Context: an optimization exercise on an open-source flow, tuned for small area and a short achievable clock period. The choices shown serve that exercise and are no tape-out recipe.
At most, simulation tests tie the RTL to the original design; equivalence was not proved.
Function not checked in runs 1, 2 and 7: the RTL went through the layout flow alone.
Power figures rest on the tool's default switching activity, not on a simulated workload.

--- flow/standard.sh ---
#!/bin/bash
# synth_recipe.tcl (not shown) runs the flow's synth.tcl, then flattens the netlist and writes it again
# the make line also repeats each setting of config.mk as NAME=value (left out here)
make -C /OpenROAD-flow-scripts/flow DESIGN_CONFIG=/design/flow/config.mk WORK_HOME=/design/flow/orfs CLKGATE_MAP_FILE= SYNTH_SCRIPT=/design/flow/synth_recipe.tcl "${@:-finish}"
--- flow/flow/run.sh ---
#!/bin/bash
# Standard ORFS flow, with smaller port buffers, a clock tree of larger
# sink clusters without dummy loads, and timing repair asked to leave extra
# setup slack so that IO paths get optimised too.
export BUFFER_PORTS_ARGS="-buffer_cell sky130_fd_sc_hd__buf_2"
export SETUP_SLACK_MARGIN=78
export CTS_ARGS="-sink_clustering_enable -repair_clock_nets -dont_use_dummy_load -buf_list {sky130_fd_sc_hd__clkbuf_8} -sink_clustering_size 16 -sink_clustering_max_diameter 60"
bash standard.sh > standard.log 2>&1
--- flow/constraint.sdc ---
create_clock -name core_clock -period 100.0 [get_ports {PCLK}]
set_input_delay 20.0000 -clock core_clock [delete_from_list [all_inputs] [get_ports {PCLK}]]
set_output_delay 20.0000 -clock core_clock [all_outputs]
set_load 0.01 [all_outputs]
--- flow/config.mk ---
export PLATFORM = sky130hd
export DESIGN_NAME = interrupt_controller
export DESIGN_NICKNAME = interrupt_controller
export VERILOG_FILES = /design/flow/design.v
export SDC_FILE = /design/flow/constraint.sdc
export NUM_CORES = 4
export LEC_CHECK = 0
export CAP_MARGIN = 20
export CORE_MARGIN = 2
export CORE_UTILIZATION = 20
export PLACE_DENSITY = 0.3
export SLEW_MARGIN = 20
export SYNTH_HIERARCHICAL = 1
export SYNTH_MINIMUM_KEEP_SIZE = 0
--- flow/design.v ---
module ic_elim (
    input  logic [31:0] c_in,
    input  logic [31:0] p,
    input  logic [31:0] v,
    output logic [31:0] c_out
);
    wire [31:0] z   = c_in & ~(p & v);
    wire        any = |z;
    assign c_out = any ? z : c_in;
endmodule
module ic_first (
    input  logic [31:0] c,
    output logic [31:0] first
);
    logic seen;
    always_comb begin
        seen = 1'b0;
        for (int i = 0; i < 32; i++) begin
            first[i] = c[i] & ~seen;
            seen = seen | c[i];
        end
    end
endmodule
module ic_ohmux #(parameter int W = 5) (
    input  logic [31:0]     sel,
    input  logic [32*W-1:0] d,
    output logic [W-1:0]    q
);
    always_comb begin
        q = '0;
        for (int i = 0; i < 32; i++)
            q = q | (d[W*i +: W] & {W{sel[i]}});
    end
endmodule
module ic_aomux #(parameter int N = 2, parameter int W = 32) (
    input  logic [N-1:0]   sel,
    input  logic [N*W-1:0] d,
    output logic [W-1:0]   q
);
    always_comb begin
        q = '0;
        for (int k = 0; k < N; k++)
            q = q | (d[W*k +: W] & {W{sel[k]}});
    end
endmodule
module interrupt_controller (
    input  logic         PCLK,
    input  logic         rstn,
    input  logic         PSEL,
    input  logic         PENABLE,
    input  logic         PWRITE,
    input  logic [4:0]   PADDR,
    input  logic [31:0]  PWDATA,
    output logic [31:0]  PRDATA,
    output logic         PREADY,
    output logic         PSLVERR,
    input  logic [31:0]  IRQ,
    input  logic [4:0]   index,
    output logic [3:0]   INT,
    output logic [4:0]   IRQ_VECTOR
);
logic [31:0] irq_enable;
logic [31:0] irq_disable;
logic [31:0] irq_status;
logic [31:0] irq_type;
logic [31:0] irq_ack;
logic [31:0] irq_f;
logic [31:0] tbl_valid;
logic [4:0]  irq_priority     [31:0];
logic [3:0]  irq_map          [31:0];
logic [4:0]  irq_vector_table [31:0];
wire acc = PSEL & PENABLE;
wire wr  = acc & PWRITE;
wire rd  = acc & ~PWRITE;
wire wr_status = wr & (PADDR == 5'h00);
wire wr_enable = wr & (PADDR == 5'h04);
wire wr_disable= wr & (PADDR == 5'h08);
wire wr_prio   = wr & (PADDR == 5'h0C);
wire wr_ack    = wr & (PADDR == 5'h10);
wire wr_type   = wr & (PADDR == 5'h14);
wire wr_vec    = wr & (PADDR == 5'h18);
wire wr_map    = wr & (PADDR == 5'h1C);
wire wr_tbl    = wr_prio | wr_vec | wr_map;
logic [31:0] idx_oh;
always_comb
    for (int i = 0; i < 32; i++)
        idx_oh[i] = (index == i[4:0]);
always_ff @(posedge PCLK)
    irq_f <= IRQ;
always_ff @(posedge PCLK or negedge rstn)
    if (!rstn)
        irq_status <= 32'b0;
    else if (wr_status)
        irq_status <= irq_status | PWDATA;
    else
        irq_status <= (irq_status | (irq_f & ~irq_disable & irq_enable)) & ~(~irq_type & irq_ack);
always_ff @(posedge PCLK or negedge rstn)
    if (!rstn) begin
        irq_enable  <= 32'b0;
        irq_disable <= 32'b0;
        irq_ack     <= 32'b0;
        irq_type    <= 32'b0;
    end else begin
        if (wr_enable)  irq_enable  <= irq_enable  | PWDATA;
        if (wr_disable) irq_disable <= irq_disable | PWDATA;
        if (wr_ack)     irq_ack     <= irq_ack     | PWDATA;
        if (wr_type)    irq_type    <= PWDATA;
    end
always_ff @(posedge PCLK or negedge rstn)
    if (!rstn)       tbl_valid <= 32'b0;
    else if (wr_tbl) tbl_valid <= tbl_valid | idx_oh;
wire [4:0] d_prio = PWDATA[4:0] & {5{wr_prio}};
wire [4:0] d_vec  = PWDATA[4:0] & {5{wr_vec}};
wire [3:0] d_map  = PWDATA[3:0] & {4{wr_map}};
always_ff @(posedge PCLK)
    for (int i = 0; i < 32; i++) begin
        if (idx_oh[i] & (wr_prio | (wr_tbl & ~tbl_valid[i]))) irq_priority[i]     <= d_prio;
        if (idx_oh[i] & (wr_map  | (wr_tbl & ~tbl_valid[i]))) irq_map[i]          <= d_map;
        if (idx_oh[i] & (wr_vec  | (wr_tbl & ~tbl_valid[i]))) irq_vector_table[i] <= d_vec;
    end
logic [159:0] prio_flat, vec_flat;
logic [127:0] map_flat;
logic [31:0]  prio_bit [0:4];
always_comb
    for (int i = 0; i < 32; i++) begin
        prio_flat[5*i +: 5] = irq_priority[i];
        vec_flat[5*i +: 5]  = irq_vector_table[i];
        map_flat[4*i +: 4]  = irq_map[i];
        for (int b = 0; b < 5; b++)
            prio_bit[b][i] = irq_priority[i][b];
    end
wire [31:0] rd_sel = idx_oh & tbl_valid;
logic [4:0] rd_prio, rd_vec;
logic [3:0] rd_map;
ic_ohmux #(.W(5)) u_rd_prio (.sel(rd_sel), .d(prio_flat), .q(rd_prio));
ic_ohmux #(.W(5)) u_rd_vec  (.sel(rd_sel), .d(vec_flat),  .q(rd_vec));
ic_ohmux #(.W(4)) u_rd_map  (.sel(rd_sel), .d(map_flat),  .q(rd_map));
logic [8:0] rd_word;
always_comb begin
    rd_word[0] = rd & (PADDR == 5'h00);
    rd_word[1] = rd & (PADDR == 5'h04);
    rd_word[2] = rd & (PADDR == 5'h08);
    rd_word[3] = rd & (PADDR == 5'h0C);
    rd_word[4] = rd & (PADDR == 5'h10);
    rd_word[5] = rd & (PADDR == 5'h14);
    rd_word[6] = rd & (PADDR == 5'h18);
    rd_word[7] = rd & (PADDR == 5'h1C);
    rd_word[8] = ~rd;
end
logic [31:0] prdata_d;
ic_aomux #(.N(9), .W(5)) u_prdata_lo (
    .sel(rd_word),
    .d({PRDATA[4:0], {1'b0, rd_map}, rd_vec, irq_type[4:0], irq_ack[4:0],
        rd_prio, irq_disable[4:0], irq_enable[4:0], irq_status[4:0]}),
    .q(prdata_d[4:0]));
ic_aomux #(.N(6), .W(27)) u_prdata_hi (
    .sel({rd_word[8], rd_word[5:4], rd_word[2:0]}),
    .d({PRDATA[31:5], irq_type[31:5], irq_ack[31:5],
        irq_disable[31:5], irq_enable[31:5], irq_status[31:5]}),
    .q(prdata_d[31:5]));
always_ff @(posedge PCLK or negedge rstn)
    if (!rstn) PRDATA <= 32'b0;
    else       PRDATA <= prdata_d;
always_ff @(posedge PCLK or negedge rstn)
    if (!rstn)    PREADY <= 1'b0;
    else if (acc) PREADY <= 1'b1;
assign PSLVERR = 1'b0;
logic [31:0] cand [0:5];
assign cand[0] = irq_status;
ic_elim u_e4 (.c_in(cand[0]), .p(prio_bit[4]), .v(tbl_valid), .c_out(cand[1]));
ic_elim u_e3 (.c_in(cand[1]), .p(prio_bit[3]), .v(tbl_valid), .c_out(cand[2]));
ic_elim u_e2 (.c_in(cand[2]), .p(prio_bit[2]), .v(tbl_valid), .c_out(cand[3]));
ic_elim u_e1 (.c_in(cand[3]), .p(prio_bit[1]), .v(tbl_valid), .c_out(cand[4]));
ic_elim u_e0 (.c_in(cand[4]), .p(prio_bit[0]), .v(tbl_valid), .c_out(cand[5]));
logic [31:0] first;
ic_first u_first (.c(cand[5]), .first(first));
wire valid = |cand[5][30:0];
wire [31:0] sel_oh = {~valid, first[30:0]};
logic [4:0] vec_raw;
logic [3:0] map_raw;
logic [0:0] vv, mv;
ic_ohmux #(.W(5)) u_sel_vec (.sel(sel_oh), .d(vec_flat),  .q(vec_raw));
ic_ohmux #(.W(4)) u_sel_map (.sel(first),  .d(map_flat),  .q(map_raw));
ic_ohmux #(.W(1)) u_sel_vv  (.sel(sel_oh), .d(tbl_valid), .q(vv));
ic_ohmux #(.W(1)) u_sel_mv  (.sel(first),  .d(tbl_valid), .q(mv));
wire [4:0] vec_sel = vec_raw & {5{vv[0]}};
wire [3:0] map_sel = map_raw & {4{mv[0]}};
always_ff @(posedge PCLK or negedge rstn)
    if (!rstn) INT <= 4'b0000;
    else if (map_sel[3:2] == 2'b00) INT[map_sel[1:0]] <= valid;
always_ff @(posedge PCLK or negedge rstn)
    if (!rstn) IRQ_VECTOR <= 5'b11111;
    else       IRQ_VECTOR <= vec_sel;
endmodule
==> results.yml, run 1 <==
run_status:
  status: "no timing/DRC/antenna violations"
final_layout:
  syn_to_final_growth_pct: 14.42
  final_layout_size_suffix_gt1_frac: 0.1689
  num-nets-final: 2869
  fillerInstances: 17230
global_routing:
  grtUsageTotal: 0.1839
  antenna_found_initial: 9
  grt_pass1_vias: 25920
  grt_max_degree: 137
  grt_pass1_wl_um: 215300
  globalRouteOverflowTotal: 0
worst_setup_path:
  path_cells: "buf_2, nand4b_1, or2_2, a21oi_1"
  critPathTopFamily: "simple AND/OR/NAND/NOR gates"
  cp.required_ps: 100380
  critPathMaxStageDelay_ps: 890
  r2r_start: "tbl_valid[8]$_DFFE_PN0N_"
  startpoint: "PADDR[4]"
  end_kind: "register"
  cpMaxStageDelayCell: "a21oi_1"
  startpoint_type: "input pin"
  cp_num_buf_inv: 1
  cp.arrival_ps: 22620
  cp_max_fo: 32
  r2r_slack_ps: 85280
  criticalPathCategory: "input pin to register"
synthesis:
  ys_async_sr_fraction: 0.3277
  synth_area_per_cell_sq_um: 12.56
  synthCells: 2597
  synth_seq_cells: 714
  synth_area_leaders: "edfxtp_1, dfrtp_1, a22oi_1, o21a_1, nand2_1"
  ys_seq_area_frac: 0.6118
  synth_warnings: 23
  synth-edff-count: 448
  yosys_most_used_dff: "edfxtp_1"
  synth.top_cell.area_share: 0.4125
  syn-cell-area_sq_um: 32620
  yosys.area.top_type: "edfxtp_1"
  synth.distinct_cells: 60
cts:
  cts_inserted_buffers: 97
  post_cts_buffers: 0
  htreeDepth: 3
  path_clk_slew_ps: 80
  cts_tree: "built"
  clock-sinks: 714
  root_buffer: "clkbuf_8"
  insertion_delay_ps: 810
  clockBufferDepth: 3
routing:
  drt_iter0_drc: 2878
  postRouteAntennaNets: 0
  drt-total-wl_um: 156600
  avgRoutedWirePerCell_um: 31.54
  firstDrtPassIters: 8
  vias: 25640
  avgViaCountPerCell: 5.165
  drc: 0
floorplan:
  io_pins: 122
  fp.dieW_um: 407.8
  dieArea_sq_um: 166300
  rows: 148
  start_util: 0.2008
  die_y_um: 407.8
  core_sq_um: 162400
power_and_ir_drop:
  power_leakage_nw: 12.38
  power_frac_comb: 0.202
  p_clk_frac: 0.289
  power_frac_seq: 0.509
  p_sw_frac: 0.3209
  p_switching_uw: 217.5
  total_power_uw: 677.8
  p_int_uw: 460.3
  vdd_drop_max_mv: 0.008763
  powerDensity_nw_per_um2: 18.16
place:
  hpwl_um: 116800
  portBuffers: 120
  globalplace.congestion: 0.9444
sta:
  finalHoldViolCount: 0
  tns_ps: 0
  finalClockSkew_ps: 106.5
  worst_pin_slew_ps: 1018
  setup_viol: 0
  relSlewSlack: 0.3193
  rsz0062_at_grt: "yes"
  min_period_over_period: 0.2224
  final-max-slew-violation-count: 0
  max_freq_mhz: 44.97
  fin_crit_ps: 22240
worst_hold_path:
  hold_class: "register to register"
  min_from: "irq_type[26]$_DFFE_PN0P_"
job:
  maxCapViolations: 0
cell usage in the layout, fill, tap and decap left out, drive strengths merged, types with 39 or more instances in the layout:
cell    synthesis  layout
a21o           96      96
a21oi          96      96
edfxtp        448     448
dfrtp         229     229
buf            56     173
nor3b          39      39
clkbuf         29      97
nor3          103     103
nand4         119     119
and3           44      44
a22oi         556     556
nor2           60      60
o21a          160     160
nand2         240     240
cell type report:
| class | instances | area (sq um) | area share |
|---|---|---|---|
| Timing Repair Buffer | 173 | 1021 | 0.02736 |
| Inverter | 7 | 26.28 | 0.0007041 |
| Clock buffer | 97 | 1335 | 0.03577 |
| Multi-Input combinational cell | 1792 | 12250 | 0.3281 |
| Tap cell | 2175 | 2721 | 0.07292 |
| Sequential cell | 714 | 19960 | 0.5347 |
| Antenna cell | 6 | 15.01 | 0.0004023 |
flip-flops by register name (all words and copies together), names as in the netlist:
| register | cells |
|---|---|
| irq_f | 32 |
| irq_type | 32 |
| IRQ_VECTOR | 5 |
| irq_enable | 32 |
| irq_ack | 32 |
| PRDATA | 32 |
| irq_map | 128 |
| PREADY | 1 |
| INT | 4 |
| tbl_valid | 32 |
| irq_priority | 160 |
| irq_disable | 32 |
| irq_status | 32 |
| irq_vector_table | 160 |
per-module statistics from Yosys (local to each module, per instance), a selection:
module                times used  flops+latches  area (sq um)  cells inside
interrupt_controller           1            714         24240          1413
ic_first                       1              0         430.4            58
ic_elim                        5              0         575.6            90
worst min-delay path: stages (launching register included):
cell and delay (ps):
dfrtp_1 350, a22oi_1 80, nand3_1 80
final timing paths:
check / to / cells after the start
worst max-delay path: irq_priority[19][3]$_DFFE_PP_ / 4
min in group asynchronous: INT[1]$_DFFE_PN0N_ / 1
worst min register to register: PRDATA[26]$_DFF_PN0_ / 2
max in group asynchronous: irq_type[26]$_DFFE_PN0P_ / 2
worst min-delay path: PRDATA[26]$_DFF_PN0_ / 2
worst max register to register: INT[3]$_DFFE_PN0N_ / 43
power by group through the flow:
stage                     Sequential (mW)  Clock, mW  Combinational, mW
after global routing                0.347      0.216              0.146
after global placement              0.352          0              0.138
after floorplan                     0.339          0             0.0809
after detailed placement            0.352          0              0.138
final                               0.345      0.196              0.137
after CTS                           0.346      0.206              0.138
per-layer routing:
metal	up-vias	wire [um]	GRT usage
li1	10800	-	-
met1	13390	68700	0.2485
met2	1183	72300	0.2962
met3	268	8516	0.02539
met4	0	7075	0.07305
met5	-	0	0
cells by family (layout without fill, tap and decap cells):
family / after synthesis / count (layout) / share of synthesized area
buf+inv: 92 / 277 / 0.02037
fa+ha+maj: 5 / 5 / 0.001918
other cells: 1 / 8 / 0.0001150
simple gates: 771 / 771 / 0.1324
flops: 714 / 714 / 0.6118
compound gates: 982 / 982 / 0.2223
mux: 32 / 32 / 0.01105
Yosys cell counts (all sizes together) (15+ instances only):
library cell / n
nor3b: 39
buf: 56
o21a: 160
a21oi: 96
a21boi: 15
nand3: 37
dfxtp: 32
mux2: 32
nor3: 103
nand2: 240
or4: 28
edfxtp: 448
o21bai: 32
a21o: 96
nand4: 119
nor2: 60
and3: 44
dfrtp: 229
nor4: 15
clkbuf: 29
and2: 23
a22oi: 556
or2: 35
through the flow:
stage | cell area, sq um | hold slack (ps) | util | setup WS [ps] | cells
global route | 37310 | 470.5 | 0.2298 | 77840 | 4962
CTS | 37250 | 425.7 | 0.2294 | 77950 | 4958
finish | 37320 | 446.6 | 0.2298 | 77760 | 4964
floorplan | 32700 | 440.9 | - | 78000 | 2598
detailed placement | 35890 | 459.1 | 0.2210 | 76940 | 4861
global placement | 35890 | 454.3 | 0.2210 | 76950 | 4861
what timing repair did:
item                                    4_1_cts  5_1_grt
hold buffers                                  0        0
pin swaps                                     3        2
gates resized for setup                      10       21
endpoints found under the setup margin        6       95
endpoints found under the hold margin         0        0
==> inputs of run 2 (changes only) <==
==> flow/flow/run.sh (replaced) <==
#!/bin/bash
# Standard ORFS flow with these changes:
#  - synthesis maps with an area-oriented ABC script (registers are mapped
#    before ABC runs, so they are the standard synthesis's);
#  - smaller port buffers;
#  - a clock tree of larger sink clusters without dummy loads;
#  - timing repair asked to leave extra setup slack so that IO paths get
#    optimised too.
set -e
cp -r "$FLOW_HOME/scripts" scripts_area
cp flow/abc_area_map.script scripts_area/abc_speed.script
SCRIPTS_DIR=$PWD/scripts_area bash standard.sh synth > synth.log 2>&1
export BUFFER_PORTS_ARGS="-buffer_cell sky130_fd_sc_hd__buf_2"
export SETUP_SLACK_MARGIN=78
export CTS_ARGS="-sink_clustering_enable -repair_clock_nets -dont_use_dummy_load -buf_list {sky130_fd_sc_hd__clkbuf_8} -sink_clustering_size 16 -sink_clustering_max_diameter 60"
bash standard.sh > standard.log 2>&1
==> flow/flow/abc_area_map.script (new file) <==
strash
dc2
dch
map -a
topo
dnsize -c
==> run 2 against run 1 <==
  * Still clean
  * Synthesized cell count increased by 12%
  * Register-to-register slack got worse by 2300 ps
  * Clock power decreased by 3%
  * Clock skew decreased by 25 ps
  * Sequential share of layout area decreased by 2.1 points
  * Critical path depth increased by 9
  * Non-clock buffer count increased by 70
  * Cell count increased by 7.2%
  * Flip-flop and latch count unchanged
  * Hold slack improved by 37 ps
  * Wire length increased by 10%
  * First-iteration DRC count increased by 14%
  * Critical path type unchanged
  * Largest power group unchanged
==> results.yml, run 2 <==
run_status:
  status: "no timing/DRC/antenna violations"
floorplan:
  start_util: 0.2010
  die_y_um: 402.8
  dieArea_sq_um: 162200
  rows: 146
  io_pins: 122
  fp.dieW_um: 402.8
  core_sq_um: 158200
worst_setup_path:
  r2r_slack_ps: 82970
  criticalPathCategory: "input pin to register"
  startpoint_type: "input pin"
  startpoint: "index[1]"
  r2r_cells: 63
  cp-endpoint: "PRDATA[0]$_DFF_PN0_"
  cp.arrival_ps: 22730
  cp_max_fo: 9
  end_kind: "register"
  r2r_start: "tbl_valid[31]$_DFFE_PN0N_"
  cp.required_ps: 100640
  r2r_end: "INT[0]$_DFFE_PN0N_"
sta:
  rsz0062_at_grt: "yes"
  worst_pin_slew_ps: 1253
  tns_ps: 0
  min_period_over_period: 0.2209
  setup_viol: 0
  relSlewSlack: 0.1434
  finalClockSkew_ps: 81.82
  finalHoldViolCount: 0
  fin_crit_ps: 22090
  setup_slack_ps: 77910
  final-max-slew-violation-count: 0
  max_freq_mhz: 45.27
routing:
  drt-total-wl_um: 172200
  drt_iter0_drc: 3272
  firstDrtPassIters: 6
  vias: 27780
  avgRoutedWirePerCell_um: 32.37
  avgViaCountPerCell: 5.221
  postRouteAntennaNets: 0
  drc: 0
job:
  maxCapViolations: 0
final_layout:
  fillerInstances: 16910
  syn_to_final_growth_pct: 22.14
  num-nets-final: 3331
  stdcell_area_sq_um: 38840
  reg_top3: "irq_priority (160), irq_vector_table (160), irq_map (128)"
  final_cells: 5322
  layout_common_cells: "edfxtp_1, clkinv_1, a22oi_1"
  final_layout_size_suffix_gt1_frac: 0.1763
  mostFrequentLayoutCell: "edfxtp_1"
cts:
  clockBufferDepth: 3
  root_buffer: "clkbuf_8"
  cts_tree: "built"
  path_clk_slew_ps: 90
  htreeDepth: 3
  clock-sinks: 714
  insertion_delay_ps: 800
  cts_inserted_buffers: 91
synthesis:
  syn-cell-area_sq_um: 31800
  synth-edff-count: 448
  synth.top_cell.area_share: 0.4230
  synth_warnings: 23
  synth_area_leaders: "edfxtp_1, dfrtp_1, a22oi_1, a21oi_1, clkinv_1"
  synth.distinct_cells: 30
  synthTopCellsByCount: "edfxtp_1, clkinv_1, a22oi_1, a21oi_1, nand2_1"
  yosys.area.top_type: "edfxtp_1"
  yosysMostFrequentCell: "edfxtp_1"
  ys_async_sr_fraction: 0.3277
  synth_seq_cells: 714
  ys_seq_area_frac: 0.6275
  yosys_most_used_dff: "edfxtp_1"
  synth_area_per_cell_sq_um: 10.93
  synthCells: 2910
worst_hold_path:
  hold_class: "register to register"
power_and_ir_drop:
  p_clk_frac: 0.352
  power_frac_seq: 0.585
  p_switching_uw: 137.2
  vdd_drop_max_mv: 0.007207
  p_int_uw: 404.7
  power_leakage_nw: 11.66
  power_frac_comb: 0.063
  total_power_uw: 541.9
  p_sw_frac: 0.2531
  powerDensity_nw_per_um2: 13.95
global_routing:
  globalRoute.busiestLayer: "met2"
  met1_usage: 0.2945
  globalRouteOverflowTotal: 0
  antenna_found_initial: 11
  grtUsageTotal: 0.2074
  grt_max_degree: 120
  grt_pass1_wl_um: 233900
  met3_usage: 0.04203
  met2_usage: 0.3193
  grt_pass1_vias: 27000
place:
  place_inst: 5202
  place_ws_ps: 75980
  globalplace.congestion: 0.9593
  hpwl_um: 126400
  placed_cell_area_sq_um: 36280
  portBuffers: 120
run 2: area by class of cell:
type / count / area (sq um) / area share
inverter: 381 / 1530 / 0.03939
sequential: 714 / 19960 / 0.5137
multi-input combinational: 1816 / 11850 / 0.3051
timing repair buffer: 243 / 1650 / 0.04249
antenna: 5 / 12.51 / 0.0003221
clock buffer: 91 / 1252 / 0.03224
tap: 2072 / 2592 / 0.06674
run 2: power by group through the flow:
stage	clock network (mW)	logic, mW	registers [mW]
detailed placement	0	0.0299	0.323
global route	0.208	0.0362	0.317
global placement	0	0.0298	0.323
CTS	0.198	0.0316	0.317
floorplan	0	0.0111	0.323
finish	0.191	0.0340	0.317
run 2: routing by layer:
layer  up-vias  part of all wire  wire length, um
met5         -           0.00034               58
met4        10             0.025             4227
met3       213             0.073            12660
met2      1223              0.44            76420
met1     14460              0.46            78880
li1      11880                 -                -
run 2: worst max-delay path, stage by stage:
cell	delay (ps)
buf_2	140
clkinv_1	60
nor2_1	40
buf_6	170
nand3_4	150
nor2_2	150
buf_4	250
a22oi_1	220
nand4_1	370
a2111oi_4	570
nand3_2	210
a22oi_2	250
nand4_1	120
run 2: what timing repair did:
action,CTS,global route
pin swaps,15,42
setup endpoints to repair,822,580
gates resized for setup,89,113
cloned,1,2
hold buffers,0,0
setup buffers,6,15
run 2: cell families after synthesis:
| group | count (synthesis) | share of synthesized area |
|---|---|---|
| AOI/OAI and AO/OA | 1112 | 0.2244 |
| adders and majority gates | 5 | 0.001967 |
| buffers and inverters | 383 | 0.04544 |
| DFF | 714 | 0.6275 |
| other | 1 | 0.0001179 |
| and+or+nand+nor | 695 | 0.1006 |
run 2: metrics by stage:
step / hold slack [ps] / utilization
after floorplan: 447.7 / -
after global placement: 474.1 / 0.2291
after detailed placement: 472.6 / 0.2293
after CTS: 457.9 / 0.2406
after global routing: 513.7 / 0.2455
final: 483.9 / 0.2455
run 2: how the worst min path moves through the flow:
stage                     slack [ps]                        to  cells past startpoint                startpoint
final                            480      PRDATA[11]$_DFF_PN0_                      2  irq_type[11]$_DFFE_PN0P_
after detailed placement         470        PREADY$_DFFE_PN0N_                      1        PREADY$_DFFE_PN0N_
after global placement           470        PREADY$_DFFE_PN0N_                      1        PREADY$_DFFE_PN0N_
after floorplan                  450  irq_status[22]$_DFF_PN0_                      2         irq_f[22]$_DFF_P_
after CTS                        460      PRDATA[11]$_DFF_PN0_                      2  irq_type[11]$_DFFE_PN0P_
after global routing             510      PRDATA[11]$_DFF_PN0_                      2  irq_type[11]$_DFFE_PN0P_
run 2: Yosys stat by module (local to each module, per instance), excerpt:
module / cells / times used
interrupt_controller: 1537 / 1
ic_elim: 107 / 5
ic_first: 83 / 1
==> inputs of run 3 (changes only) <==
--- a/flow/design.v
+++ b/flow/design.v
@@ -176,15 +176,12 @@
 ic_first u_first (.c(cand[5]), .first(first));
 wire valid = |cand[5][30:0];
 wire [31:0] sel_oh = {~valid, first[30:0]};
-logic [4:0] vec_raw;
-logic [3:0] map_raw;
-logic [0:0] vv, mv;
-ic_ohmux #(.W(5)) u_sel_vec (.sel(sel_oh), .d(vec_flat),  .q(vec_raw));
-ic_ohmux #(.W(4)) u_sel_map (.sel(first),  .d(map_flat),  .q(map_raw));
-ic_ohmux #(.W(1)) u_sel_vv  (.sel(sel_oh), .d(tbl_valid), .q(vv));
-ic_ohmux #(.W(1)) u_sel_mv  (.sel(first),  .d(tbl_valid), .q(mv));
-wire [4:0] vec_sel = vec_raw & {5{vv[0]}};
-wire [3:0] map_sel = map_raw & {4{mv[0]}};
+wire [31:0] vec_pick = sel_oh & tbl_valid;
+wire [31:0] map_pick = {first[31] & tbl_valid[31], vec_pick[30:0]};
+logic [4:0] vec_sel;
+logic [3:0] map_sel;
+ic_ohmux #(.W(5)) u_sel_vec (.sel(vec_pick), .d(vec_flat), .q(vec_sel));
+ic_ohmux #(.W(4)) u_sel_map (.sel(map_pick), .d(map_flat), .q(map_sel));
 always_ff @(posedge PCLK or negedge rstn)
     if (!rstn) INT <= 4'b0000;
     else if (map_sel[3:2] == 2'b00) INT[map_sel[1:0]] <= valid;
==> flow/flow/run.sh (replaced) <==
#!/bin/bash
# Standard ORFS flow, with smaller port buffers, a clock tree of larger
# sink clusters without dummy loads, and timing repair asked to leave extra
# setup slack so that IO paths get optimised too.
export BUFFER_PORTS_ARGS="-buffer_cell sky130_fd_sc_hd__buf_2"
export SETUP_SLACK_MARGIN=78
export CTS_ARGS="-sink_clustering_enable -repair_clock_nets -dont_use_dummy_load -buf_list {sky130_fd_sc_hd__clkbuf_4} -sink_clustering_size 10 -sink_clustering_max_diameter 50"
bash standard.sh > standard.log 2>&1
removed: flow/flow/abc_area_map.script
==> run 3 against run 2 <==
  * Cell count is 7.1% lower
  * Design area down 6.0%
  * Critical endpoint is now PRDATA[2]$_DFF_PN0_
  * Flip-flop and latch count unchanged
  * Worst setup slack better by 120 ps
  * Still clean on timing, DRC and antenna
  * Register-to-register slack better by 4100 ps
  * Wire length is 16% lower
  * Maximum frequency rose by 0.54%
==> results.yml, run 3 <==
floorplan:
  core_sq_um: 160900
  dieArea_sq_um: 165500
  rows: 147
  io_pins: 122
  fp.dieW_um: 406.9
  start_util: 0.2017
  die_y_um: 406.9
synthesis:
  yosys_most_used_dff: "edfxtp_1"
  synthCells: 2580
  syn-cell-area_sq_um: 32460
  ys_async_sr_fraction: 0.3277
  synth_warnings: 22
  synth-edff-count: 448
  synth.distinct_cells: 62
  yosys.area.top_type: "edfxtp_1"
  synth.top_cell.area_share: 0.4144
  synth_area_per_cell_sq_um: 12.58
  ys_seq_area_frac: 0.6148
  synthTopCellsByCount: "a22oi_1, edfxtp_1, nand2_1, dfrtp_1, o21a_1"
  yosysMostFrequentCell: "a22oi_1"
  synth_seq_cells: 714
  synth_area_leaders: "edfxtp_1, dfrtp_1, a22oi_1, o21a_1, nand2_1"
routing:
  firstDrtPassIters: 6
  avgViaCountPerCell: 5.029
  postRouteAntennaNets: 0
  drt_iter0_drc: 2612
  drc: 0
  vias: 24860
  avgRoutedWirePerCell_um: 29.34
  drt-total-wl_um: 145100
worst_setup_path:
  criticalPathCategory: "input pin to register"
  r2r_slack_ps: 87050
  end_kind: "register"
  cp.arrival_ps: 22920
  cp_max_fo: 14
  cp.required_ps: 100950
  r2r_cells: 39
  startpoint_type: "input pin"
final_layout:
  num-nets-final: 2863
  final_cells: 4944
  layout_common_cells: "a22oi_1, edfxtp_1, nand2_1"
  reg_top3: "irq_priority (160), irq_vector_table (160), irq_map (128)"
  syn_to_final_growth_pct: 12.54
  final_layout_size_suffix_gt1_frac: 0.1602
  final_core_util: 0.2270
  stdcell_area_sq_um: 36530
  mostFrequentLayoutCell: "a22oi_1"
global_routing:
  grtUsageTotal: 0.1724
  grt_max_degree: 151
  grt_pass1_vias: 24410
  antenna_found_initial: 17
  grt_pass1_wl_um: 200100
  globalRouteOverflowTotal: 0
cts:
  post_cts_buffers: 0
  cts_tree: "built"
  root_buffer: "clkbuf_4"
  clockBufferDepth: 3
  holdBufCountCts: 0
  insertion_delay_ps: 1090
  cts_inserted_buffers: 118
  htreeDepth: 3
  cts_resized: 1
  path_clk_slew_ps: 110
  clock-sinks: 714
sta:
  relSlewSlack: 0.2585
  final-max-slew-violation-count: 0
  fin_crit_ps: 21970
  holdWs_ps: 403.8
  tns_ps: 0
  min_period_over_period: 0.2197
  setup_slack_ps: 78030
  setup_viol: 0
  worst_pin_slew_ps: 1104
  rsz0062_at_grt: "no"
  max_freq_mhz: 45.52
  finalHoldViolCount: 0
  finalClockSkew_ps: 162.7
power_and_ir_drop:
  vdd_drop_max_mv: 0.008292
  powerDensity_nw_per_um2: 16.73
  power_leakage_nw: 12.23
  total_power_uw: 611.1
place:
  place_inst: 4819
  globalplace.congestion: 0.8875
  place_ws_ps: 77010
  hpwl_um: 107700
  portBuffers: 120
  placed_cell_area_sq_um: 35620
worst_hold_path:
  whs_path_depth: 2
  hold_class: "register to register"
job:
  maxCapViolations: 0
run_status:
  status: "no timing/DRC/antenna violations"
==> run 3: cell types whose count changed after synthesis, moves of 160 or more <==
cell	delta
a21oi_1	-196
clkinv_1	-381
o21a_1	+160
a31oi_1	-160
a22oi_1	+187
o21ai_0	-160
==> run 3: kinds of logic after synthesis <==
| logic type | after synthesis | share of synthesized area |
|---|---|---|
| AO/OA/AOI/OAI | 949 | 0.2157 |
| AND/OR/NAND/NOR | 787 | 0.1360 |
| flip-flops | 714 | 0.6148 |
| buffers and inverters | 92 | 0.02039 |
| multiplexers | 32 | 0.01110 |
| adder cells (fa/ha/maj) | 5 | 0.001927 |
| other | 1 | 0.0001155 |
==> run 3: per-layer routing <==
metal / wire [um] / GRT usage / vias up
li1: - / - / 10740
met1: 65690 / 0.2401 / 12820
met2: 67010 / 0.2769 / 1081
met3: 9013 / 0.02753 / 221
met4: 3313 / 0.04438 / 2
met5: 19 / 0 / -
==> run 3: final timing paths <==
| path | to | startpoint |
|---|---|---|
| max | PRDATA[2]$_DFF_PN0_ | index[2] |
| min | PRDATA[10]$_DFF_PN0_ | irq_type[10]$_DFFE_PN0P_ |
| min in group asynchronous | INT[0]$_DFFE_PN0N_ | rstn |
| max reg2reg | INT[0]$_DFFE_PN0N_ | irq_status[2]$_DFF_PN0_ |
| max in group asynchronous | irq_ack[14]$_DFFE_PN0P_ | rstn |
| min reg2reg | PRDATA[10]$_DFF_PN0_ | irq_type[10]$_DFFE_PN0P_ |
==> run 3: power by group <==
group / leakage, nW / switching [mW] / internal, mW
Combinational: 5.19 / 0.0642 / 0.0417
Sequential: 6.50 / 0.0221 / 0.322
Clock: 0.543 / 0.108 / 0.0533
Total: 12.2 / 0.194 / 0.417
==> run 3: critical path, stage by stage <==
cell      delay, ps
buf_2           160
and3b_1         350
and3_1          480
a22oi_1         310
nand4_1         400
or4_1           660
a221oi_1        410
nand3_1         140
==> run 3: layout make-up <==
cell class	count	area (sq um)
fillers	17090	124400
flip-flops and latches	714	19960
multi-input cells	1775	11990
well taps	2160	2703
repair buffers	163	945.9
clock buffers	118	885.9
inverters	7	26.28
diodes	7	17.52
==> run 3: Yosys stat by module (local to each module, per instance), excerpt <==
module                cells  cell area (sq um)  flops+latches  times used
ic_elim                  90              575.6              0           5
ic_first                 58              430.4              0           1
interrupt_controller   1438              24400            714           1
==> inputs of run 4 (changes only) <==
==> flow/flow/run.sh (replaced) <==
#!/bin/bash
# Standard ORFS flow, with smaller port buffers, a clock tree of larger
# sink clusters without dummy loads, and timing repair asked to leave extra
# setup slack so that IO paths get optimised too.
export BUFFER_PORTS_ARGS="-buffer_cell sky130_fd_sc_hd__buf_2"
export SETUP_SLACK_MARGIN=79
export CTS_ARGS="-sink_clustering_enable -repair_clock_nets -dont_use_dummy_load -buf_list {sky130_fd_sc_hd__clkbuf_4} -sink_clustering_size 10 -sink_clustering_max_diameter 50"
bash standard.sh > standard.log 2>&1
==> run 4 against run 3 <==
  * Still clean
  * Die area did not move
  * Critical path depth fell by 7
  * Flip-flop and latch count did not move
  * Wire length rose by 5.3%
  * Worst setup slack improved by 190 ps
  * Register-to-register slack got worse by 470 ps
  * Cell count rose by 2.2%
  * Combinational power rose by 8%
  * Critical endpoint is now PRDATA[2]
==> results.yml, run 4 <==
job:
  maxCapViolations: 0
routing:
  postRouteAntennaNets: 0
  highest_layer: "met5"
  wl_met3_um: 10140
  met2_length_um: 69350
  avgViaCountPerCell: 5.053
  drc: 0
  m1WireLength_um: 69660
  drt_iter0_drc: 2922
  avgRoutedWirePerCell_um: 30.23
  vias: 25550
  drt-total-wl_um: 152800
  firstDrtPassIters: 6
synthesis:
  synth_area_per_cell_sq_um: 12.58
  ys_seq_area_frac: 0.6148
  synthTopCellsByCount: "a22oi_1, edfxtp_1, nand2_1, dfrtp_1, o21a_1"
  synth_area_leaders: "edfxtp_1, dfrtp_1, a22oi_1, o21a_1, nand2_1"
  synth.distinct_cells: 62
  synthCells: 2580
  yosys.area.top_type: "edfxtp_1"
  synth.top_cell.area_share: 0.4144
  synth_seq_cells: 714
  synth_warnings: 22
  synth-edff-count: 448
  yosys_most_used_dff: "edfxtp_1"
  yosysMostFrequentCell: "a22oi_1"
  syn-cell-area_sq_um: 32460
  ys_async_sr_fraction: 0.3277
sta:
  holdWs_ps: 431.1
  max_freq_mhz: 45.91
  rsz0062_at_grt: "yes"
  finalClockSkew_ps: 202.3
  min_period_over_period: 0.2178
  setup_slack_ps: 78220
  fin_crit_ps: 21780
  tns_ps: 0
  setup_viol: 0
  worst_pin_slew_ps: 1099
  final-max-slew-violation-count: 0
  relSlewSlack: 0.2483
  finalHoldViolCount: 0
cts:
  clockBufferDepth: 3
  insertion_delay_ps: 1140
  path_clk_slew_ps: 90
  htreeDepth: 3
  clock-sinks: 714
  root_buffer: "clkbuf_4"
  holdBufCountCts: 0
  cts_tree: "built"
  cts_inserted_buffers: 119
worst_setup_path:
  critPathMaxStageDelay_ps: 490
  end_kind: "primary output"
  cpMaxStageDelayCell: "dfrtp_2"
  startpoint_type: "register"
  cp.required_ps: 80000
  criticalPathCategory: "register to primary output"
  cp_num_buf_inv: 1
  cp_max_fo: 2
  cp.arrival_ps: 1780
  critPathTopFamily: "flip-flops"
  path_cells: "buf_6"
floorplan:
  core_sq_um: 160900
  die_y_um: 406.9
  start_util: 0.2017
  rows: 147
  fp.dieW_um: 406.9
  dieArea_sq_um: 165500
  io_pins: 122
final_layout:
  syn_to_final_growth_pct: 21.98
  mostFrequentLayoutCell: "a22oi_1"
  num-nets-final: 2978
  layout_common_cells: "a22oi_1, edfxtp_1, nand2_1"
  final_layout_size_suffix_gt1_frac: 0.2690
  fillerInstances: 16810
  final_cells: 5055
  reg_top3: "irq_priority (160), irq_vector_table (160), irq_map (128)"
place:
  globalplace.congestion: 0.9319
  hpwl_um: 111400
  portBuffers: 120
  place_ws_ps: 77000
  place_inst: 4815
run_status:
  status: "no timing/DRC/antenna violations"
global_routing:
  grt_pass1_vias: 24980
  globalRouteOverflowTotal: 0
  grt_max_degree: 161
  grt_pass1_wl_um: 208400
  antenna_found_initial: 7
  grtUsageTotal: 0.1808
worst_hold_path:
  hold_class: "register to register"
power_and_ir_drop:
  p_clk_frac: 0.260
  p_switching_uw: 200.0
  power_frac_seq: 0.557
  vdd_drop_max_mv: 0.007742
  powerDensity_nw_per_um2: 15.69
  p_sw_frac: 0.3219
  power_leakage_nw: 13.03
  p_int_uw: 421.2
  power_frac_comb: 0.183
## run 4: final cells by class
type	count	area (sq um)	share of cell area
Inverter	7	26.28	0.0006636
Clock buffer	119	893.4	0.02256
Multi-Input combinational cell	1779	13860	0.3500
Timing Repair Buffer	273	2147	0.05422
Tap cell	2160	2703	0.06825
Antenna cell	3	7.507	0.0001896
Sequential cell	714	19960	0.5041
## run 4: logic make-up after synthesis
logic type,after synthesis,share of synthesized area
fa+ha+maj,5,0.001927
other cells,1,0.0001155
flops,714,0.6148
mux,32,0.01110
compound gates,949,0.2157
simple gates,787,0.1360
buf+inv,92,0.02039
## run 4: per-stage QoR
step	area (sq um)	power, mW	utilization
3_5_place_dp	37100	0.4610	0.2305
2_1_floorplan	34370	0.4075	-
4_1_cts	39240	0.6297	0.2438
6_report	39600	0.6212	0.2460
5_1_grt	39590	0.6504	0.2460
3_3_place_gp	37100	0.4605	0.2305
## run 4: final timing paths
check	from	cells past startpoint	endpoint	slack [ps]
worst max-delay path	PRDATA[2]$_DFF_PN0_	1	PRDATA[2]	78220
worst min-delay path	irq_enable[8]$_DFFE_PN0P_	2	PRDATA[8]$_DFF_PN0_	430
worst max register to register	irq_status[12]$_DFF_PN0_	39	INT[0]$_DFFE_PN0N_	86580
worst min register to register	irq_enable[8]$_DFFE_PN0P_	2	PRDATA[8]$_DFF_PN0_	430
max in group asynchronous	rstn	2	irq_status[11]$_DFF_PN0_	79370
min in group asynchronous	rstn	1	irq_type[3]$_DFFE_PN0P_	18920
## run 4: power by group through the flow
stage          Sequential (mW)  Clock (mW)  Combinational (mW)
3_3_place_gp             0.353           0               0.108
4_1_cts                  0.347       0.171               0.111
3_5_place_dp             0.353           0               0.108
5_1_grt                  0.348       0.182               0.120
2_1_floorplan            0.340           0              0.0678
6_report                 0.346       0.162               0.114
## run 4: routing by layer
metal	vias up	global-route usage
met1	13280	0.2543
met2	1101	0.2832
met3	191	0.03309
li1	10970	-
met4	4	0.04932
met5	-	0
## run 4: Yosys stat by module, one instance, submodules excluded, a selection
| module | cells | area [sq um] | flip-flops and latches | copies in the design |
|---|---|---|---|---|
| ic_elim | 90 | 575.6 | 0 | 5 |
| ic_first | 58 | 430.4 | 0 | 1 |
| interrupt_controller | 1438 | 24400 | 714 | 1 |
## run 4: what timing repair did
action,in CTS,in global routing
pin swaps,44,29
buffers inserted,86,24
setup endpoints to repair,256,259
hold endpoints to repair,0,0
cloned,7,1
resized for setup,135,31
==> inputs of run 5 (changes only) <==
==> flow/flow/run.sh (replaced) <==
#!/bin/bash
# Standard ORFS flow, with smaller port buffers, a clock tree of larger
# sink clusters without dummy loads, and timing repair asked to leave extra
# setup slack so that IO paths get optimised too.
export BUFFER_PORTS_ARGS="-buffer_cell sky130_fd_sc_hd__buf_2"
export SETUP_SLACK_MARGIN=78.5
export CTS_ARGS="-sink_clustering_enable -repair_clock_nets -dont_use_dummy_load -buf_list {sky130_fd_sc_hd__clkbuf_4} -sink_clustering_size 10 -sink_clustering_max_diameter 50"
bash standard.sh > standard.log 2>&1
==> run 5 against run 4 <==
  * Still clean
  * Cell count is 1.1% lower
  * Wire length is 2.3% lower
  * Combinational power shrank 4%
  * Core utilization down 0.74 points
  * Clock skew fell by 120 ps
  * Critical endpoint is now PRDATA[3]
  * Largest cell class unchanged
==> results.yml, run 5 <==
worst_setup_path:
  startpoint_type: "register"
  critPathMaxStageDelay_ps: 520
  cp_num_buf_inv: 1
  cp.arrival_ps: 1730
  cp.required_ps: 80000
  cpMaxStageDelayCell: "dfrtp_2"
  critPathTopFamily: "flip-flops"
  criticalPathCategory: "register to primary output"
  end_kind: "primary output"
  path_cells: "buf_6"
  cp_max_fo: 2
routing:
  avgViaCountPerCell: 5.050
  postRouteAntennaNets: 0
  vias: 25240
  drt_iter0_drc: 2743
  avgRoutedWirePerCell_um: 29.87
  drt-total-wl_um: 149300
  firstDrtPassIters: 6
  drc: 0
synthesis:
  synth.distinct_cells: 62
  synth_warnings: 22
  ys_seq_area_frac: 0.6148
  synthCells: 2580
  ys_async_sr_fraction: 0.3277
  synth.top_cell.area_share: 0.4144
  synthTopCellsByCount: "a22oi_1, edfxtp_1, nand2_1, dfrtp_1, o21a_1"
  yosysMostFrequentCell: "a22oi_1"
  synth_area_per_cell_sq_um: 12.58
  synth_seq_cells: 714
  synth_area_leaders: "edfxtp_1, dfrtp_1, a22oi_1, o21a_1, nand2_1"
  synth-edff-count: 448
  yosys_most_used_dff: "edfxtp_1"
  yosys.area.top_type: "edfxtp_1"
  syn-cell-area_sq_um: 32460
sta:
  tns_ps: 0
  setup_viol: 0
  finalClockSkew_ps: 78.39
  relSlewSlack: 0.2369
  finalHoldViolCount: 0
  worst_pin_slew_ps: 1141
  min_period_over_period: 0.2173
  final-max-slew-violation-count: 0
  rsz0062_at_grt: "yes"
  fin_crit_ps: 21730
  setup_slack_ps: 78270
  max_freq_mhz: 46.03
power_and_ir_drop:
  vdd_drop_max_mv: 0.006991
  powerDensity_nw_per_um2: 15.91
  total_power_uw: 611.0
  power_leakage_nw: 12.61
final_layout:
  multi_input_area_sq_um: 13260
  final_layout_size_suffix_gt1_frac: 0.2281
  layout_common_cells: "a22oi_1, edfxtp_1, nand2_1"
  final_cells: 4999
  num-nets-final: 2918
  syn_to_final_growth_pct: 18.29
  fillerInstances: 16960
  stdcell_area_sq_um: 38400
  mostFrequentLayoutCell: "a22oi_1"
  regArea_sq_um: 19960
  reg_top3: "irq_priority (160), irq_vector_table (160), irq_map (128)"
global_routing:
  grtUsageTotal: 0.1750
  met2_usage: 0.2762
  met1_usage: 0.2482
  grt_pass1_vias: 24740
  globalRoute.busiestLayer: "met2"
  globalRouteOverflowTotal: 0
  met3_usage: 0.02827
  grt_pass1_wl_um: 202700
  antenna_found_initial: 16
  grt_max_degree: 67
floorplan:
  rows: 147
  io_pins: 122
  core_sq_um: 160900
  die_y_um: 406.9
  dieArea_sq_um: 165500
  start_util: 0.2017
  fp.dieW_um: 406.9
cts:
  cts_tree: "built"
  root_buffer: "clkbuf_4"
  insertion_delay_ps: 1070
  holdBufCountCts: 0
  cts_inserted_buffers: 113
  htreeDepth: 3
  clock-sinks: 714
  path_clk_slew_ps: 110
  clockBufferDepth: 3
place:
  globalplace.congestion: 0.8825
  place_ws_ps: 76960
  portBuffers: 120
  placed_cell_area_sq_um: 36700
  hpwl_um: 110000
  place_inst: 4823
job:
  maxCapViolations: 0
worst_hold_path:
  hold_class: "register to register"
run_status:
  status: "no timing/DRC/antenna violations"
-- run 5: changes by cell type in the layout (fill, tap and decap cells not counted), moves of 8 or more --
cell	change
or2_4	-8
a21oi_4	-14
a22oi_1	+40
a21oi_1	+8
buf_4	-24
and2_4	-14
buf_6	-21
and2_2	+11
mux2_2	+30
a22oi_2	-40
mux2_4	-30
-- run 5: logic make-up after synthesis --
| group | count (synthesis) | share of synthesized area |
|---|---|---|
| multiplexers | 32 | 0.01110 |
| buffers and inverters | 92 | 0.02039 |
| flip-flops | 714 | 0.6148 |
| AND/OR/NAND/NOR | 787 | 0.1360 |
| other | 1 | 0.0001155 |
| adder cells (fa/ha/maj) | 5 | 0.001927 |
| AO/OA/AOI/OAI | 949 | 0.2157 |
-- run 5: metrics by stage --
step,utilization,hold slack [ps]
after detailed placement,0.2280,462.0
after global placement,0.2280,445.6
after global routing,0.2385,496.6
after CTS,0.2351,482.3
final,0.2386,480.3
after floorplan,-,440.9
-- run 5: final timing paths --
| path | startpoint | endpoint | cells after the start | slack (ps) |
|---|---|---|---|---|
| max in group asynchronous | rstn | irq_enable[23]$_DFFE_PN0P_ | 3 | 78830 |
| min in group asynchronous | rstn | INT[2]$_DFFE_PN0N_ | 1 | 18860 |
| hold / removal | irq_ack[2]$_DFFE_PN0P_ | irq_ack[2]$_DFFE_PN0P_ | 1 | 480 |
| hold reg to reg | irq_ack[2]$_DFFE_PN0P_ | irq_ack[2]$_DFFE_PN0P_ | 1 | 480 |
| setup / recovery | PRDATA[3]$_DFF_PN0_ | PRDATA[3] | 1 | 78270 |
| setup reg to reg | tbl_valid[7]$_DFFE_PN0N_ | INT[0]$_DFFE_PN0N_ | 38 | 87580 |
-- run 5: what timing repair did --
| item | CTS | global route |
|---|---|---|
| setup endpoints to repair | 47 | 54 |
| gates cloned | 0 | 3 |
| pin swaps | 1 | 29 |
| gates resized for setup | 40 | 62 |
| buffers inserted | 20 | 33 |
-- run 5: Yosys stat by module, one instance, submodules excluded, excerpt --
module	area (sq um)	flops+latches	cells
interrupt_controller	24400	714	1438
ic_elim	575.6	0	90
ic_first	430.4	0	58
-- run 5: metal layers --
layer,up-vias,part of all wire
met2,1048,0.45
met1,13100,0.46
met5,-,0.00031
met4,8,0.025
met3,266,0.060
li1,10830,-
-- run 5: cell type report --
| cell class | count | share of cell area |
|---|---|---|
| clock buffer | 113 | 0.02209 |
| multi-input combinational | 1777 | 0.3453 |
| antenna | 7 | 0.0004562 |
| timing repair buffer | 221 | 0.04122 |
| tap | 2160 | 0.07039 |
| inverter | 7 | 0.0006843 |
| sequential | 714 | 0.5199 |
-- run 5: power by group --
part           switching (mW)  leakage [nW]  internal [mW]  total (mW)
logic                  0.0668          5.60         0.0433       0.110
clock network           0.106         0.520         0.0511       0.157
registers              0.0212          6.49          0.322       0.343
total                   0.194          12.6          0.417       0.611
==> inputs of run 6 (changes only) <==
==> flow/flow/run.sh (replaced) <==
#!/bin/bash
# Standard ORFS flow, with smaller port buffers, a clock tree of larger
# sink clusters without dummy loads, and timing repair asked to leave extra
# setup slack so that IO paths get optimised too.
export BUFFER_PORTS_ARGS="-buffer_cell sky130_fd_sc_hd__buf_2"
export SETUP_SLACK_MARGIN=78
export CTS_ARGS="-sink_clustering_enable -repair_clock_nets -dont_use_dummy_load -buf_list {sky130_fd_sc_hd__clkbuf_8} -sink_clustering_size 16 -sink_clustering_max_diameter 60"
bash standard.sh > standard.log 2>&1
==> run 6 against run 5 <==
  * Wire length is 2.7% lower
  * Largest cell class unchanged
  * Clock-buffer cell count is 18 lower
  * Maximum frequency is 1.5% lower
  * Non-clock buffer count is 54 lower
==> results.yml, run 6 <==
power_and_ir_drop:
  powerDensity_nw_per_um2: 17.40
  power_leakage_nw: 12.37
  total_power_uw: 644.9
  vdd_drop_max_mv: 0.009387
floorplan:
  die_y_um: 406.9
  io_pins: 122
  core_sq_um: 160900
  start_util: 0.2017
  fp.dieW_um: 406.9
  rows: 147
  dieArea_sq_um: 165500
cts:
  clockBufferDepth: 3
  htreeDepth: 3
  cts_tree: "built"
  path_clk_slew_ps: 50
  cts_inserted_buffers: 95
  insertion_delay_ps: 840
  clock-sinks: 714
  root_buffer: "clkbuf_8"
global_routing:
  antenna_found_initial: 15
  grt_max_degree: 151
  grt_pass1_wl_um: 199600
  grt_pass1_vias: 24210
  grtUsageTotal: 0.1722
  globalRouteOverflowTotal: 0
sta:
  finalHoldViolCount: 0
  rsz0062_at_grt: "yes"
  relSlewSlack: 0.2684
  min_period_over_period: 0.2205
  worst_pin_slew_ps: 1089
  final-max-slew-violation-count: 0
  tns_ps: 0
  finalClockSkew_ps: 133.5
  fin_crit_ps: 22050
  setup_slack_ps: 77950
  max_freq_mhz: 45.35
  setup_viol: 0
synthesis:
  synth-simple-area-share: 0.1360
  synth.top_cell.area_share: 0.4144
  synth_area_per_cell_sq_um: 12.58
  synth-edff-count: 448
  ys_seq_area_frac: 0.6148
  yosysMostFrequentCell: "a22oi_1"
  synth_top_family_by_area: "compound AO/OA/AOI/OAI gates"
  yosys_most_used_dff: "edfxtp_1"
  synthTopCellsByCount: "a22oi_1, edfxtp_1, nand2_1, dfrtp_1, o21a_1"
  yosys-mux-area-fraction: 0.01110
  yosys.area.top_type: "edfxtp_1"
  synth.distinct_cells: 62
  synth_seq_cells: 714
  synthAdderAreaFrac: 0.001927
  synth_warnings: 22
  synthCells: 2580
  synth-compound-area-share: 0.2157
  ys_async_sr_fraction: 0.3277
  syn-cell-area_sq_um: 32460
  synth_area_leaders: "edfxtp_1, dfrtp_1, a22oi_1, o21a_1, nand2_1"
  synth_xor_area_frac: 0
run_status:
  status: "no timing/DRC/antenna violations"
final_layout:
  final_core_util: 0.2303
  num-nets-final: 2844
  regArea_sq_um: 19960
  mostFrequentLayoutCell: "a22oi_1"
  syn_to_final_growth_pct: 14.17
  fillerInstances: 17010
  final_layout_size_suffix_gt1_frac: 0.1613
  layout_common_cells: "a22oi_1, edfxtp_1, nand2_1"
  multi_input_area_sq_um: 12070
  reg_top3: "irq_priority (160), irq_vector_table (160), irq_map (128)"
job:
  maxCapViolations: 0
routing:
  avgViaCountPerCell: 5.015
  drt_iter0_drc: 2623
  drc: 0
  firstDrtPassIters: 8
  drt-total-wl_um: 145300
  postRouteAntennaNets: 0
  avgRoutedWirePerCell_um: 29.50
  vias: 24690
place:
  place_ws_ps: 77010
  portBuffers: 120
  globalplace.congestion: 0.8875
  hpwl_um: 107700
worst_setup_path:
  end_kind: "register"
  cp.required_ps: 100660
  r2r_start: "irq_status[2]$_DFF_PN0_"
  startpoint: "index[3]"
  cp_max_fo: 14
  startpoint_type: "input pin"
  criticalPathCategory: "input pin to register"
  cp.arrival_ps: 22720
worst_hold_path:
  hold_class: "register to register"
  min_from: "PREADY$_DFFE_PN0N_"
[run 6: cell counts after synthesis]
No cell type changed its count.
[run 6: report_power, final]
part | leakage, nW | internal (mW) | switching, mW
registers | 6.50 | 0.322 | 0.0219
logic | 5.18 | 0.0417 | 0.0643
clock network | 0.683 | 0.0834 | 0.111
total | 12.4 | 0.448 | 0.197
[run 6: critical path: stages]
cell	delay (ps)
buf_2	160
and3b_1	360
and3_2	430
a22oi_1	250
nand4_1	290
or4_4	600
a22o_1	190
a221oi_1	290
nand3_1	130
[run 6: area by class of cell]
class	count	share of cell area
multi-input cells	1775	0.3256
diodes	5	0.0003376
well taps	2160	0.07292
flip-flops and latches	714	0.5385
inverters	7	0.0007090
repair buffers	167	0.02667
clock buffers	95	0.03528
[run 6: logic make-up after synthesis]
group                    count (synthesis)
other                                    1
multiplexers                            32
AND/OR/NAND/NOR                        787
flip-flops                             714
adder cells (fa/ha/maj)                  5
buffers and inverters                   92
AO/OA/AOI/OAI                          949
[run 6: path summary, 6_finish.rpt]
path | end | slack (ps) | depth (start not counted)
setup reg to reg | INT[0]$_DFFE_PN0N_ | 87220 | 39
hold / removal | PREADY$_DFFE_PN0N_ | 460 | 1
setup / recovery | PRDATA[2]$_DFF_PN0_ | 77950 | 9
min in group asynchronous | INT[1]$_DFFE_PN0N_ | 19230 | 1
max in group asynchronous | irq_ack[14]$_DFFE_PN0P_ | 79090 | 2
hold reg to reg | PREADY$_DFFE_PN0N_ | 460 | 1
[run 6: per-layer routing]
layer | GRT usage | routed length, um
met1 | 0.2407 | 66460
met2 | 0.2769 | 67080
met3 | 0.02913 | 8976
met4 | 0.03912 | 2734
met5 | 0 | 0
[run 6: metrics by stage]
| stage | std cells | instance area [sq um] | hold WS [ps] |
|---|---|---|---|
| floorplan | 2581 | 32530 | 440.9 |
| global placement | 4819 | 35620 | 449.8 |
| global route | 4921 | 37060 | 491.7 |
| CTS | 4914 | 36930 | 463.8 |
| finish | 4923 | 37060 | 456.1 |
| detailed placement | 4819 | 35620 | 447.0 |
[run 6: per-module statistics from Yosys (local to each module, per instance), excerpt]
| module | area, sq um | times used | flops+latches |
|---|---|---|---|
| ic_first | 430.4 | 1 | 0 |
| ic_elim | 575.6 | 5 | 0 |
| interrupt_controller | 24400 | 1 | 714 |
[run 6: what timing repair did]
action,4_1_cts,5_1_grt
pin swaps,0,6
setup endpoints to repair,4,5
gates resized for setup,5,25
hold buffers,0,0
setup buffers,0,4
==> inputs of run 7 (changes only) <==
--- a/flow/design.v
+++ b/flow/design.v
@@ -1,46 +1,68 @@
-module ic_elim (
-    input  logic [31:0] c_in,
+module ic_ao3n (
+    input  logic a1, b1, a2, b2, a3, b3,
+    output logic y
+);
+    assign y = ~((a1 & b1) | (a2 & b2) | (a3 & b3));
+endmodule
+module ic_oh32 (
+    input  logic [31:0] s,
+    input  logic [31:0] d,
+    output logic        q
+);
+    logic [10:0] y;
+    for (genvar k = 0; k < 10; k++) begin : g_ao
+        ic_ao3n u_ao (.a1(s[3*k]),   .b1(d[3*k]),
+                      .a2(s[3*k+1]), .b2(d[3*k+1]),
+                      .a3(s[3*k+2]), .b3(d[3*k+2]), .y(y[k]));
+    end
+    ic_ao3n u_ao10 (.a1(s[30]), .b1(d[30]), .a2(s[31]), .b2(d[31]),
+                    .a3(1'b0),  .b3(1'b0),  .y(y[10]));
+    assign q = ~&y;
+endmodule
+module ic_ohmux #(parameter int W = 5) (
+    input  logic [31:0]     sel,
+    input  logic [32*W-1:0] d,
+    output logic [W-1:0]    q
+);
+    for (genvar b = 0; b < W; b++) begin : g_bit
+        logic [31:0] col;
+        for (genvar i = 0; i < 32; i++) begin : g_col
+            assign col[i] = d[W*i + b];
+        end
+        ic_oh32 u_oh (.s(sel), .d(col), .q(q[b]));
+    end
+endmodule
+module ic_elim_p (
+    input  logic [31:0] c,
+    input  logic [31:0] p,
+    input  logic [31:0] v,
+    output logic [31:0] c_out_n
+);
+    wire [31:0] z   = c & ~(p & v);
+    wire        any = |z;
+    assign c_out_n = ~(z | (c & {32{~any}}));
+endmodule
+module ic_elim_n (
+    input  logic [31:0] c_n,
     input  logic [31:0] p,
     input  logic [31:0] v,
     output logic [31:0] c_out
 );
-    wire [31:0] z   = c_in & ~(p & v);
-    wire        any = |z;
-    assign c_out = any ? z : c_in;
+    wire [31:0] z_n = c_n | (p & v);
+    wire        any = ~&z_n;
+    assign c_out = ~(z_n & (c_n | {32{any}}));
 endmodule
 module ic_first (
-    input  logic [31:0] c,
+    input  logic [31:0] c_n,
     output logic [31:0] first
 );
     logic seen;
     always_comb begin
         seen = 1'b0;
         for (int i = 0; i < 32; i++) begin
-            first[i] = c[i] & ~seen;
-            seen = seen | c[i];
+            first[i] = ~c_n[i] & ~seen;
+            seen = seen | ~c_n[i];
         end
-    end
-endmodule
-module ic_ohmux #(parameter int W = 5) (
-    input  logic [31:0]     sel,
-    input  logic [32*W-1:0] d,
-    output logic [W-1:0]    q
-);
-    always_comb begin
-        q = '0;
-        for (int i = 0; i < 32; i++)
-            q = q | (d[W*i +: W] & {W{sel[i]}});
-    end
-endmodule
-module ic_aomux #(parameter int N = 2, parameter int W = 32) (
-    input  logic [N-1:0]   sel,
-    input  logic [N*W-1:0] d,
-    output logic [W-1:0]   q
-);
-    always_comb begin
-        q = '0;
-        for (int k = 0; k < N; k++)
-            q = q | (d[W*k +: W] & {W{sel[k]}});
     end
 endmodule
 module interrupt_controller (
@@ -148,16 +170,23 @@
     rd_word[8] = ~rd;
 end
 logic [31:0] prdata_d;
-ic_aomux #(.N(9), .W(5)) u_prdata_lo (
-    .sel(rd_word),
-    .d({PRDATA[4:0], {1'b0, rd_map}, rd_vec, irq_type[4:0], irq_ack[4:0],
-        rd_prio, irq_disable[4:0], irq_enable[4:0], irq_status[4:0]}),
-    .q(prdata_d[4:0]));
-ic_aomux #(.N(6), .W(27)) u_prdata_hi (
-    .sel({rd_word[8], rd_word[5:4], rd_word[2:0]}),
-    .d({PRDATA[31:5], irq_type[31:5], irq_ack[31:5],
-        irq_disable[31:5], irq_enable[31:5], irq_status[31:5]}),
-    .q(prdata_d[31:5]));
+for (genvar b = 0; b < 32; b++) begin : g_prdata
+    logic [2:0] y;
+    ic_ao3n u_ao0 (.a1(rd_word[0]), .b1(irq_status[b]),
+                   .a2(rd_word[1]), .b2(irq_enable[b]),
+                   .a3(rd_word[2]), .b3(irq_disable[b]), .y(y[0]));
+    ic_ao3n u_ao1 (.a1(rd_word[4]), .b1(irq_ack[b]),
+                   .a2(rd_word[5]), .b2(irq_type[b]),
+                   .a3(rd_word[8]), .b3(PRDATA[b]),      .y(y[1]));
+    if (b < 5) begin : g_tbl
+        ic_ao3n u_ao2 (.a1(rd_word[3]), .b1(rd_prio[b]),
+                       .a2(rd_word[6]), .b2(rd_vec[b]),
+                       .a3(rd_word[7]), .b3(b < 4 ? rd_map[b] : 1'b0), .y(y[2]));
+    end else begin : g_no_tbl
+        assign y[2] = 1'b1;
+    end
+    assign prdata_d[b] = ~&y;
+end
 always_ff @(posedge PCLK or negedge rstn)
     if (!rstn) PRDATA <= 32'b0;
     else       PRDATA <= prdata_d;
@@ -165,16 +194,15 @@
     if (!rstn)    PREADY <= 1'b0;
     else if (acc) PREADY <= 1'b1;
 assign PSLVERR = 1'b0;
-logic [31:0] cand [0:5];
-assign cand[0] = irq_status;
-ic_elim u_e4 (.c_in(cand[0]), .p(prio_bit[4]), .v(tbl_valid), .c_out(cand[1]));
-ic_elim u_e3 (.c_in(cand[1]), .p(prio_bit[3]), .v(tbl_valid), .c_out(cand[2]));
-ic_elim u_e2 (.c_in(cand[2]), .p(prio_bit[2]), .v(tbl_valid), .c_out(cand[3]));
-ic_elim u_e1 (.c_in(cand[3]), .p(prio_bit[1]), .v(tbl_valid), .c_out(cand[4]));
-ic_elim u_e0 (.c_in(cand[4]), .p(prio_bit[0]), .v(tbl_valid), .c_out(cand[5]));
+logic [31:0] c1_n, c2, c3_n, c4, c5_n;
+ic_elim_p u_e4 (.c(irq_status), .p(prio_bit[4]), .v(tbl_valid), .c_out_n(c1_n));
+ic_elim_n u_e3 (.c_n(c1_n),     .p(prio_bit[3]), .v(tbl_valid), .c_out(c2));
+ic_elim_p u_e2 (.c(c2),         .p(prio_bit[2]), .v(tbl_valid), .c_out_n(c3_n));
+ic_elim_n u_e1 (.c_n(c3_n),     .p(prio_bit[1]), .v(tbl_valid), .c_out(c4));
+ic_elim_p u_e0 (.c(c4),         .p(prio_bit[0]), .v(tbl_valid), .c_out_n(c5_n));
 logic [31:0] first;
-ic_first u_first (.c(cand[5]), .first(first));
-wire valid = |cand[5][30:0];
+ic_first u_first (.c_n(c5_n), .first(first));
+wire valid = ~&c5_n[30:0];
 wire [31:0] sel_oh = {~valid, first[30:0]};
 wire [31:0] vec_pick = sel_oh & tbl_valid;
 wire [31:0] map_pick = {first[31] & tbl_valid[31], vec_pick[30:0]};
==> flow/flow/run.sh (replaced) <==
#!/bin/bash
# Standard ORFS flow, with smaller port buffers, a clock tree of larger
# sink clusters without dummy loads, and timing repair asked to leave extra
# setup slack so that IO paths get optimised too.
export BUFFER_PORTS_ARGS="-buffer_cell sky130_fd_sc_hd__buf_2"
export SETUP_SLACK_MARGIN=78
export CTS_ARGS="-sink_clustering_enable -repair_clock_nets -dont_use_dummy_load -buf_list {sky130_fd_sc_hd__clkbuf_4} -sink_clustering_size 10 -sink_clustering_max_diameter 50"
bash standard.sh > standard.log 2>&1
==> run 7 against run 6 <==
  * Still clean
  * Sequential power about the same
  * Hold slack got worse by 29 ps
  * First-iteration DRC count increased by 58%
  * Clock skew rose by 26 ps
  * Flip-flop and latch count unchanged
  * Maximum frequency is 0.90% higher
  * Clock power fell by about 20%
  * Die area shrank 3.3%
==> results.yml, run 7 <==
final_layout:
  syn_to_final_growth_pct: 13.38
  reg_top3: "irq_priority (160), irq_vector_table (160), irq_map (128)"
  multi_input_area_sq_um: 11140
  stdcell_area_sq_um: 35560
  final_cells: 4701
  final_layout_size_suffix_gt1_frac: 0.1720
  regArea_sq_um: 19960
  mostFrequentLayoutCell: "edfxtp_1"
worst_setup_path:
  startpoint_type: "input pin"
  end_kind: "register"
  path_cells: "buf_2, nor2b_1, buf_4, and3_1, a222oi_1, nand4_1, or3_1, a222oi_1, nand3_1"
  cp_num_buf_inv: 2
  cpMaxStageDelayCell: "or3_1"
  criticalPathCategory: "input pin to register"
  critPathMaxStageDelay_ps: 570
  r2r_cells: 42
worst_hold_path:
  hold_class: "register to register"
  whs_path_depth: 2
synthesis:
  synth_seq_cells: 714
  synth.top_cell.area_share: 0.4289
  synth.distinct_cells: 61
floorplan:
  dieArea_sq_um: 160000
  core_sq_um: 156000
power_and_ir_drop:
  powerDensity_nw_per_um2: 16.99
  vdd_drop_max_mv: 0.008055
  power_leakage_nw: 12.26
cts:
  insertion_delay_ps: 1140
  clockBufferDepth: 3
  clock-sinks: 714
  root_buffer: "clkbuf_4"
routing:
  drt-total-wl_um: 138500
  drt_iter0_drc: 4132
  postRouteAntennaNets: 0
  avgRoutedWirePerCell_um: 29.46
global_routing:
  grt_pass1_vias: 24590
  globalRoute.busiestLayer: "met2"
  grtUsageTotal: 0.1697
  met2_usage: 0.2798
place:
  place_inst: 4580
  portBuffers: 120
sta:
  worst_pin_slew_ps: 1108
  min_period_over_period: 0.2186
  setup_viol: 0
  finalClockSkew_ps: 159.6
  relSlewSlack: 0.2615
  holdWs_ps: 426.9
  max_freq_mhz: 45.75
run_status:
  status: "no timing/DRC/antenna violations"
job:
  maxCapViolations: 0
==> run 7: metal layers <==
metal	share of wire	wire length, um	vias to the layer above
met1	0.42	58040	12590
met2	0.47	65100	1278
met4	0.034	4732	14
li1	-	-	10530
met3	0.076	10540	250
met5	0.00063	87	-
==> run 7: through the flow <==
step / setup WS, ps / total power, mW / utilization
global route: 78020 / 0.6344 / 0.2279
floorplan: 78000 / 0.4032 / -
global placement: 77120 / 0.4558 / 0.2223
CTS: 78000 / 0.6144 / 0.2277
finish: 78140 / 0.6043 / 0.2279
detailed placement: 77040 / 0.4564 / 0.2224
==> run 7: what timing repair did <==
| item | 4_1_cts | 5_1_grt |
|---|---|---|
| cloned | 0 | 0 |
| resized for setup | 1 | 1 |
| hold buffers | 0 | 0 |
| endpoints found under the hold margin | 0 | 0 |
| setup buffers | 0 | 0 |
| endpoints found under the setup margin | 1 | 6 |
==> run 7: cell families after synthesis <==
family | count (synthesis) | synth area share
buffers and inverters | 76 | 0.01356
AOI/OAI and AO/OA | 830 | 0.2055
and+or+nand+nor | 714 | 0.1283
muxes | 32 | 0.01149
DFF | 714 | 0.6363
adders and majority gates | 5 | 0.001995
other | 24 | 0.002873
==> run 7: where the power goes <==
group	switching [mW]	total [mW]	internal (mW)	leakage, nW
clock network	0.104	0.155	0.0503	0.511
registers	0.0201	0.343	0.323	6.49
logic	0.0705	0.107	0.0363	5.26
total	0.195	0.604	0.409	12.3
==> run 7: Yosys stat by module, one instance, submodules excluded, excerpt <==
module / cells / times used / cell area (sq um) / flops+latches
ic_ao3n: 1 / 322 / 10.01 / 0
ic_elim_n: 79 / 2 / 447.9 / 0
ic_elim_p: 90 / 3 / 555.5 / 0
ic_first: 62 / 1 / 415.4 / 0
ic_oh32: 5 / 23 / 27.53 / 0
interrupt_controller: 1468 / 1 / 24530 / 714
==> run 7: tightest hold or removal path, cell delays in order, from the launching register on <==
cell and delay, ps:
dfrtp_1 370, a222oi_1 100, nand2_1 60
==> run 7: worst paths after layout <==
check / startpoint / endpoint / slack [ps]
worst max-delay path: index[0] / PRDATA[0]$_DFF_PN0_ / 78140
worst min-delay path: irq_ack[14]$_DFFE_PN0P_ / PRDATA[14]$_DFF_PN0_ / 430
worst max register to register: tbl_valid[8]$_DFFE_PN0N_ / INT[3]$_DFFE_PN0N_ / 86500
worst min register to register: irq_ack[14]$_DFFE_PN0P_ / PRDATA[14]$_DFF_PN0_ / 430
max in group asynchronous: rstn / irq_ack[14]$_DFFE_PN0P_ / 78510
min in group asynchronous: rstn / PRDATA[4]$_DFF_PN0_ / 18900
==> run 7: layout make-up <==
| type | instances | share of cell area |
|---|---|---|
| diodes | 10 | 0.0007037 |
| flip-flops and latches | 714 | 0.5612 |
| clock buffers | 111 | 0.02343 |
| inverters | 7 | 0.0007389 |
| multi-input cells | 1629 | 0.3132 |
| well taps | 2058 | 0.07241 |
| repair buffers | 172 | 0.02825 |
